From an optimization exercise on the open Yosys and OpenROAD flow, aimed at small area; shortcuts taken in it are not production practice. Only simulation tests tie the RTL to the original design; equivalence was not proved. Power is estimated from default activity; no workload was simulated.

==> flow/design.v <==
module debouncer (
    input      clk,
    input      rst_n,
    input      btn_n,
    output reg pulse
);
reg [4:0] sh;   
always @(posedge clk) begin
    if (!rst_n) begin
        sh    <= 5'd0;
        pulse <= 1'b0;
    end else begin
        sh    <= {sh[3:0], ~btn_n};
        pulse <= sh[3] & ~sh[4];
    end
end
endmodule
module mastermind (
    input            clk,
    input            rst_n,
    input            enterA,
    input            enterB,
    input      [2:0] letterIn,
    output reg [7:0] LEDX,
    output     [7:0] disp3,
    output     [7:0] disp2,
    output     [7:0] disp1,
    output     [7:0] disp0
);
  localparam [3:0] WAIT   = 4'd0,
                   SCORE  = 4'd1,
                   MAKER  = 4'd2,
                   CODE   = 4'd3,    
                   CODE4  = 4'd4,    
                   BREAK  = 4'd5,
                   TRIES  = 4'd6,
                   GUESS  = 4'd7,    
                   GUESS4 = 4'd8,
                   CHECK  = 4'd9,
                   REVEAL = 4'd10,
                   ADD    = 4'd11,
                   FINISH = 4'd12;
  localparam [6:0] S_OFF  = 7'b1111111, S_LINE = 7'b0111111,
                   S_ZERO = 7'b1000000, S_ONE  = 7'b1111001,
                   S_TWO  = 7'b0100100, S_THREE= 7'b0110000,
                   S_A    = 7'b0001000, S_B    = 7'b0000011,
                   S_L    = 7'b1000111, S_P    = 7'b0001100;
  reg  [3:0] st;
  reg  [6:0] c;           
  reg        maker;       
  reg  [1:0] ptA, ptB;
  reg  [1:0] tries;
  reg  [2:0] h3, h2, h1, h0;
  reg  [2:0] g3, g2, g1, g0;
  wire te      = (c >= 7'd99);
  wire mk_btn  = maker ? enterA : enterB;
  wire br_btn  = maker ? enterB : enterA;
  wire letter  = |letterIn;
  wire entry   = (st == CODE) | (st == GUESS);
  wire shown4  = (st == CODE4) | (st == GUESS4);
  wire btn     = (st == CODE || st == CODE4) ? mk_btn : br_btn;
  wire press   = btn & letter;
  reg [3:0] ex, mi;
  reg [3:0] used;
  always @(*) begin
    ex[3] = (g3 == h3);
    ex[2] = (g2 == h2);
    ex[1] = (g1 == h1);
    ex[0] = (g0 == h0);
    used = ex;
    mi = 4'b0;
    if (!ex[3]) begin
      if      (g3 == h2 && !used[2]) begin mi[3] = 1'b1; used[2] = 1'b1; end
      else if (g3 == h1 && !used[1]) begin mi[3] = 1'b1; used[1] = 1'b1; end
      else if (g3 == h0 && !used[0]) begin mi[3] = 1'b1; used[0] = 1'b1; end
    end
    if (!ex[2]) begin
      if      (g2 == h3 && !used[3]) begin mi[2] = 1'b1; used[3] = 1'b1; end
      else if (g2 == h1 && !used[1]) begin mi[2] = 1'b1; used[1] = 1'b1; end
      else if (g2 == h0 && !used[0]) begin mi[2] = 1'b1; used[0] = 1'b1; end
    end
    if (!ex[1]) begin
      if      (g1 == h3 && !used[3]) begin mi[1] = 1'b1; used[3] = 1'b1; end
      else if (g1 == h2 && !used[2]) begin mi[1] = 1'b1; used[2] = 1'b1; end
      else if (g1 == h0 && !used[0]) begin mi[1] = 1'b1; used[0] = 1'b1; end
    end
    if (!ex[0]) begin
      if      (g0 == h3 && !used[3]) begin mi[0] = 1'b1; used[3] = 1'b1; end
      else if (g0 == h2 && !used[2]) begin mi[0] = 1'b1; used[2] = 1'b1; end
      else if (g0 == h1 && !used[1]) begin mi[0] = 1'b1; used[1] = 1'b1; end
    end
  end
  wire match_all = &ex;
  wire won       = (ptA == 2'd2) | (ptB == 2'd2);
  reg [3:0] nst;
  always @(*) begin
    nst = st;
    case (st)
      WAIT:   if (enterA | enterB) nst = SCORE;
      SCORE:  if (te) nst = MAKER;
      MAKER:  if (te) nst = CODE;
      CODE:   if (c[2]) nst = BREAK;
              else if (press && c[1:0] == 2'd3) nst = CODE4;
      CODE4:  if (te) nst = BREAK;
              else if (press) nst = CODE;
      BREAK:  if (te) nst = TRIES;
      TRIES:  if (te) nst = GUESS;
      GUESS:  if (c[2]) nst = CHECK;
              else if (press && c[1:0] == 2'd3) nst = GUESS4;
      GUESS4: if (te) nst = CHECK;
              else if (press) nst = GUESS;
      CHECK:  if (br_btn) nst = match_all ? ADD : (tries == 2'd1) ? REVEAL : TRIES;
      REVEAL: if (te) nst = ADD;
      ADD:    if (te) nst = won ? FINISH : SCORE;
      FINISH: if (enterA | enterB) nst = WAIT;
      default: nst = WAIT;
    endcase
  end
  always @(posedge clk) begin
    if (!rst_n) st <= WAIT;
    else        st <= nst;
  end
  always @(posedge clk) begin
    if (nst != st)
      c <= (shown4 && !te) ? 7'd4 : 7'd0;
    else if (te)
      c <= 7'd0;
    else if (!entry || press)
      c <= c + 7'd1;
  end
  always @(posedge clk) begin
    if (st == WAIT) maker <= enterA;
    else if (st == ADD && te) maker <= ~maker;
  end
  always @(posedge clk) begin
    if (st == WAIT) begin
      ptA <= 2'd0;
      ptB <= 2'd0;
    end else if ((st == CHECK && br_btn && match_all && !maker) ||
                 (st == REVEAL && te && maker))
      ptA <= ptA + 2'd1;
    else if ((st == CHECK && br_btn && match_all && maker) ||
             (st == REVEAL && te && !maker))
      ptB <= ptB + 2'd1;
  end
  always @(posedge clk) begin
    if (st == WAIT || st == ADD) tries <= 2'd3;
    else if (st == CHECK && br_btn && !match_all && tries != 2'd1)
      tries <= tries - 2'd1;
  end
  always @(posedge clk) begin
    if (st == CODE && press) begin
      case (c[1:0])
        2'd0: h3 <= letterIn;
        2'd1: h2 <= letterIn;
        2'd2: h1 <= letterIn;
        2'd3: h0 <= letterIn;
      endcase
    end
    if (st == GUESS && press) begin
      case (c[1:0])
        2'd0: g3 <= letterIn;
        2'd1: g2 <= letterIn;
        2'd2: g1 <= letterIn;
        2'd3: g0 <= letterIn;
      endcase
    end
  end
  function [6:0] seg;
    input [2:0] l;
    case (l)
      3'd1: seg = 7'b0001000;
      3'd2: seg = 7'b1000110;
      3'd3: seg = 7'b0000110;
      3'd4: seg = 7'b0001110;
      3'd5: seg = 7'b0001001;
      3'd6: seg = 7'b1000111;
      3'd7: seg = 7'b1000001;
      default: seg = 7'b1111111;
    endcase
  endfunction
  function [6:0] num;
    input [1:0] n;
    case (n)
      2'd1: num = S_ONE;
      2'd2: num = S_TWO;
      2'd3: num = S_THREE;
      default: num = S_ZERO;
    endcase
  endfunction
  reg [6:0] d3, d2, d1, d0;
  always @(*) begin
    d3 = S_OFF; d2 = S_OFF; d1 = S_LINE; d0 = S_OFF;
    LEDX = 8'h00;
    case (st)
      WAIT:   begin d2 = S_A; d0 = S_B; end
      SCORE, ADD:
              begin d2 = num(ptA == 2'd3 ? 2'd0 : ptA); d0 = num(ptB == 2'd3 ? 2'd0 : ptB); end
      FINISH: begin d2 = num(ptA == 2'd3 ? 2'd0 : ptA); d0 = num(ptB == 2'd3 ? 2'd0 : ptB);
                    if (c < 7'd25) LEDX = 8'hff; end
      MAKER:  begin d2 = S_P; d0 = maker ? S_A : S_B; end
      BREAK:  begin d2 = S_P; d0 = maker ? S_B : S_A; end
      TRIES:  begin d2 = S_L; d0 = num(tries); end
      CODE:   begin
                d1 = S_OFF;
                case (c[2:0])
                  3'd1: d3 = seg(h3);
                  3'd2: begin d3 = S_LINE; d2 = seg(h2); end
                  3'd3: begin d3 = S_LINE; d2 = S_LINE; d1 = seg(h1); end
                  default: ;
                endcase
              end
      CODE4:  begin d3 = S_LINE; d2 = S_LINE; d1 = S_LINE; d0 = seg(h0); end
      GUESS:  begin
                d3 = (c[2:0] >= 3'd1) ? seg(g3) : S_OFF;
                d2 = (c[2:0] >= 3'd2) ? seg(g2) : S_OFF;
                d1 = (c[2:0] >= 3'd3) ? seg(g1) : S_OFF;
                d0 = (c[2:0] >= 3'd4) ? seg(g0) : S_OFF;
              end
      GUESS4, CHECK:
              begin d3 = seg(g3); d2 = seg(g2); d1 = seg(g1); d0 = seg(g0);
                    if (st == CHECK) LEDX = {ex[3], ex[3] | mi[3], ex[2], ex[2] | mi[2],
                                             ex[1], ex[1] | mi[1], ex[0], ex[0] | mi[0]}; end
      REVEAL: begin d3 = seg(h3); d2 = seg(h2); d1 = seg(h1); d0 = seg(h0); end
      default: ;
    endcase
  end
  assign disp3 = {1'b1, d3};
  assign disp2 = {1'b1, d2};
  assign disp1 = {1'b1, d1};
  assign disp0 = {1'b1, d0};
endmodule
module mastermind_top (
    input        clk,
    input        rst,         
    input        enterA,      
    input        enterB,      
    input  [2:0] letterIn,
    output [7:0] led,
    output [7:0] disp3,
    output [7:0] disp2,
    output [7:0] disp1,
    output [7:0] disp0
);
    wire pa, pb;
    debouncer dbA (.clk(clk), .rst_n(rst), .btn_n(enterA), .pulse(pa));
    debouncer dbB (.clk(clk), .rst_n(rst), .btn_n(enterB), .pulse(pb));
    mastermind game (
        .clk(clk), .rst_n(rst), .enterA(pa), .enterB(pb), .letterIn(letterIn),
        .LEDX(led), .disp3(disp3), .disp2(disp2), .disp1(disp1), .disp0(disp0)
    );
endmodule
==> flow/run.sh <==
#!/bin/bash
# synth_recipe.tcl (not shown) runs the flow's synth.tcl, then flattens the netlist and writes it again
# the make line also repeats each setting of config.mk as NAME=value (left out here)
make -C /OpenROAD-flow-scripts/flow DESIGN_CONFIG=/design/flow/config.mk WORK_HOME=/design/flow/orfs CLKGATE_MAP_FILE= SYNTH_SCRIPT=/design/flow/synth_recipe.tcl finish
==> flow/config.mk <==
export PLATFORM = sky130hd
export DESIGN_NAME = mastermind_top
export DESIGN_NICKNAME = mastermind_top
export VERILOG_FILES = /design/flow/design.v
export SDC_FILE = /design/flow/constraint.sdc
export NUM_CORES = 4
export LEC_CHECK = 0
export ABC_AREA = 1
export CAP_MARGIN = 20
export CORE_MARGIN = 2
export CORE_UTILIZATION = 40
export SLEW_MARGIN = 20
==> flow/constraint.sdc <==
create_clock -name core_clock -period 10.0 [get_ports {clk}]
set_input_delay 2.0000 -clock core_clock [delete_from_list [all_inputs] [get_ports {clk}]]
set_output_delay 2.0000 -clock core_clock [all_outputs]
set_load 0.01 [all_outputs]
==> impl_metrics.csv <==
group,metric,value,unit
clock_network,cts_hold_buf,0,
timing,holdWs,382,ps
clock_network,clk_pin_slew_worst_paths,70,ps
floorplan,initial_core_util,0.415,
detailed_routing,drt_iter0_drc,375,
clock_network,cts_tree,"yes",
detailed_routing,drt-total-wl,14100,um
clock_network,cts.htree.levels,2,
critical_path,cp-end-kind,"output pin",
timing,setup_viol,0,
critical_path,arrival,3080,ps
grt,grt.total_usage,0.228,
clock_network,cts_max_path_buffers,2,
grt,antenna_found_initial,0,
floorplan,core,10900,um2
timing,slew_violations,0,
clock_network,cts_setup_buffers,0,
layout,fillers,1147,
detailed_routing,wl_per_cell,17.1,um
logic_synthesis,async_flop_share,0,
grt,grt_pass1_vias,4280,
logic_synthesis,ys_seq_area_frac,0.309,
hold_path,hp-class,"reg2reg",
floorplan,ios,47,
outcome,outcome,"timing/DRC/antenna clean",
grt,grt-busiest-layer,"met2",
detailed_routing,drc,0,
clock_network,cts_buffers,5,
timing,max_freq,197,MHz
critical_path,rrSetupSlack,7080,ps
logic_synthesis,synth_flop_cell,"edfxtp_1",
power_and_ir_drop,ir_drop,0.0917,mV
place,place_area,4940,um2
floorplan,die_x,110,um
power_and_ir_drop,total_leakage_power,2.32,nW
grt,grtUsageMet1,0.320,
grt,grt.overflow.total,0,
detailed_routing,first_pass_iters,6,
critical_path,required,8000,ps
grt,grtUsageMet2,0.362,
timing,period_share,0.508,
place,post-place-ws,5300,ps
timing,worst_pin_slew,532,ps
place,place_hpwl,11100,um
logic_synthesis,syn-cell-area,4530,um2
timing,hold_viol_final,0,
clock_network,cts-root-buf,"clkbuf_16",
timing,maxSlewHeadroom,0.641,
detailed_routing,antenna_left,0,
critical_path,crit_path_start_kind,"flop",
layout,fin_cells,828,
logic_synthesis,synth_edf_count,32,
logic_synthesis,syn-mean-instance-area,6.77,um2
grt,met3_usage,0.0247,
detailed_routing,vias,4535,
grt,grt_max_degree,17,
floorplan,dieArea,12200,um2
layout,final_common_cell,"nand2_1",
layout,area_growth_syn_to_layout,12.4,%
logic_synthesis,yosysWarnings,2,
critical_path,critPathMaxFanout,10,
place,port-buffer-count,42,
timing,timing.final.ws_setup,4920,ps
logic_synthesis,yosysUniqueCellTypes,42,
power_and_ir_drop,cellPowerDensity,107,nW/um2
clock_network,post_cts_resized,0,
power_and_ir_drop,p_total,0.546,mW
clock_network,clkLatencyLatePin,300,ps
logic_synthesis,synth-seq-cells,54,
grt,grt_pass1_wl,22500,um
timing,finClkSkew,7.84,ps
layout,drive_gt1_frac,0.0422,
layout,n_antenna_cell,0,
clock_network,clock-sinks,54,
layout,layout.nets,709,
floorplan,die_height,110,um
layout,postLayoutCellArea,5100,um2
timing,rsz0062_at_grt,"false",
place,gp_congestion,1.01,
timing,post-route-min-period,5080,ps
logic_synthesis,synth_cells,670,
flow_run,maxCapViolations,0,
floorplan,rows,38,
detailed_routing,vias_per_cell,5.48,
layout,postLayoutCoreUtil,0.466,
layout,most-common-layout-cells,"nand2_1 (142), inv_1 (96), nor2_1 (91)",
critical_path,setup.worst_path.class,"reg2out",
timing,fin_tns_setup,0,ps
place,dp.cells,820,
[Yosys cell counts, drive strengths merged, types with 2 or more instances]
| master | number | area, um2 |
|---|---|---|
| inv | 99 | 372 |
| xnor2 | 20 | 175 |
| a31oi | 3 | 18.8 |
| nor3 | 12 | 60.1 |
| dfxtp | 22 | 440 |
| nand4 | 7 | 43.8 |
| nand3 | 44 | 238 |
| a21oi | 31 | 155 |
| nor2 | 98 | 395 |
| and3 | 2 | 12.5 |
| ha | 15 | 188 |
| o211ai | 2 | 15.0 |
| a211oi | 4 | 30.0 |
| xor2 | 19 | 166 |
| edfxtp | 32 | 961 |
| o221ai | 4 | 35.0 |
| nor4 | 3 | 18.8 |
| o21ai | 41 | 205 |
| buf | 34 | 193 |
| nand2 | 148 | 576 |
| o2111ai | 11 | 96.3 |
| o22ai | 4 | 25.0 |
| a221oi | 3 | 26.3 |
| or3 | 2 | 12.5 |
[power breakdown]
group	total (mW)	switching (mW)	leakage (nW)	internal, mW
clock network	0.179	0.0795	0.0787	0.0999
registers	0.275	0.0239	0.487	0.251
logic	0.0925	0.0627	1.76	0.0298
total	0.546	0.166	2.32	0.380
[final timing paths]
kind	end	depth (start not counted)	from
worst max-delay path	disp1[0]	9	game.st[3]$_SDFF_PN0_
worst min-delay path	dbA.pulse$_SDFF_PN0_	1	dbA.sh[4]$_SDFF_PN0_
worst max register to register	game.c[1]$_SDFFCE_PP0P_	13	game.c[0]$_SDFFCE_PP0P_
worst min register to register	dbA.pulse$_SDFF_PN0_	1	dbA.sh[4]$_SDFF_PN0_
[area by class of cell]
class | instances | area (um2) | share of cell area
Inverter | 99 | 372 | 0.0729
Clock buffer | 6 | 139 | 0.0273
Timing Repair Buffer | 42 | 420 | 0.0825
Clock inverter | 2 | 12.5 | 0.00246
Tap cell | 140 | 175 | 0.0344
Multi-Input combinational cell | 485 | 2580 | 0.506
Sequential cell | 54 | 1400 | 0.275
[critical path: stages (launching register included)]
cell and delay [ps]:
dfxtp_1 540, nand2_1 200, nor2_1 460, nor2_2 220, inv_1 240, nand2_1 90, or2_2 290, o221a_2 130
nand3_1 70, clkdlybuf4s50_1 540
[flip-flops by register name, summed over array words and instances, names as in the netlist, 2 cells and up]
name        cells
dbA.sh          5
dbB.sh          5
game.c          7
game.g0         3
game.g1         3
game.g2         3
game.g3         3
game.h0         3
game.h1         3
game.h2         3
game.h3         3
game.ptA        2
game.ptB        2
game.st         4
game.tries      2
[layer usage]
metal / share of wire / routed length (um)
met1: 0.46 / 6440
met4: 0.027 / 383
met3: 0.066 / 934
met5: 0 / 0
met2: 0.45 / 6370
[cells by family (layout without fill, tap and decap cells)]
group | Yosys count | count (layout) | synth area share
flip-flops | 54 | 54 | 0.309
other | 1 | 4 | 0.000827
buffers and inverters | 134 | 149 | 0.125
XOR/XNOR | 39 | 39 | 0.0753
AO/OA/AOI/OAI | 108 | 108 | 0.145
adder cells (fa/ha/maj) | 15 | 15 | 0.0414
AND/OR/NAND/NOR | 319 | 319 | 0.304

afterwards: timing with drivers on the ports:
In the flow no input, the clock included, has a driving cell. The finished layout below was timed again as built, in two steps. Step 1 (the two cells are an assumption about what drives the block):
set clk [get_ports {clk}]
set_driving_cell -lib_cell sky130_fd_sc_hd__clkbuf_16 $clk
set_driving_cell -lib_cell sky130_fd_sc_hd__buf_2 [delete_from_list [all_inputs] $clk]
Step 2 moves the port delays by t, midway between the first and last clock arrival at a register: inputs arrive t later, outputs are due t later. That takes back most of the time a late clock gives input paths. a / b / c = no drivers / after step 1 / after step 2; a / b = the first two.
shift t [ns]: 0.331
slack for setup (ns): 4.919 / 4.881 / 5.212
cell pins on the clock port's net: 1
After both steps setup and hold are still met in this run. The setup slack of this run moves by -0.038 ns with the drivers and by +0.293 ns with both steps.
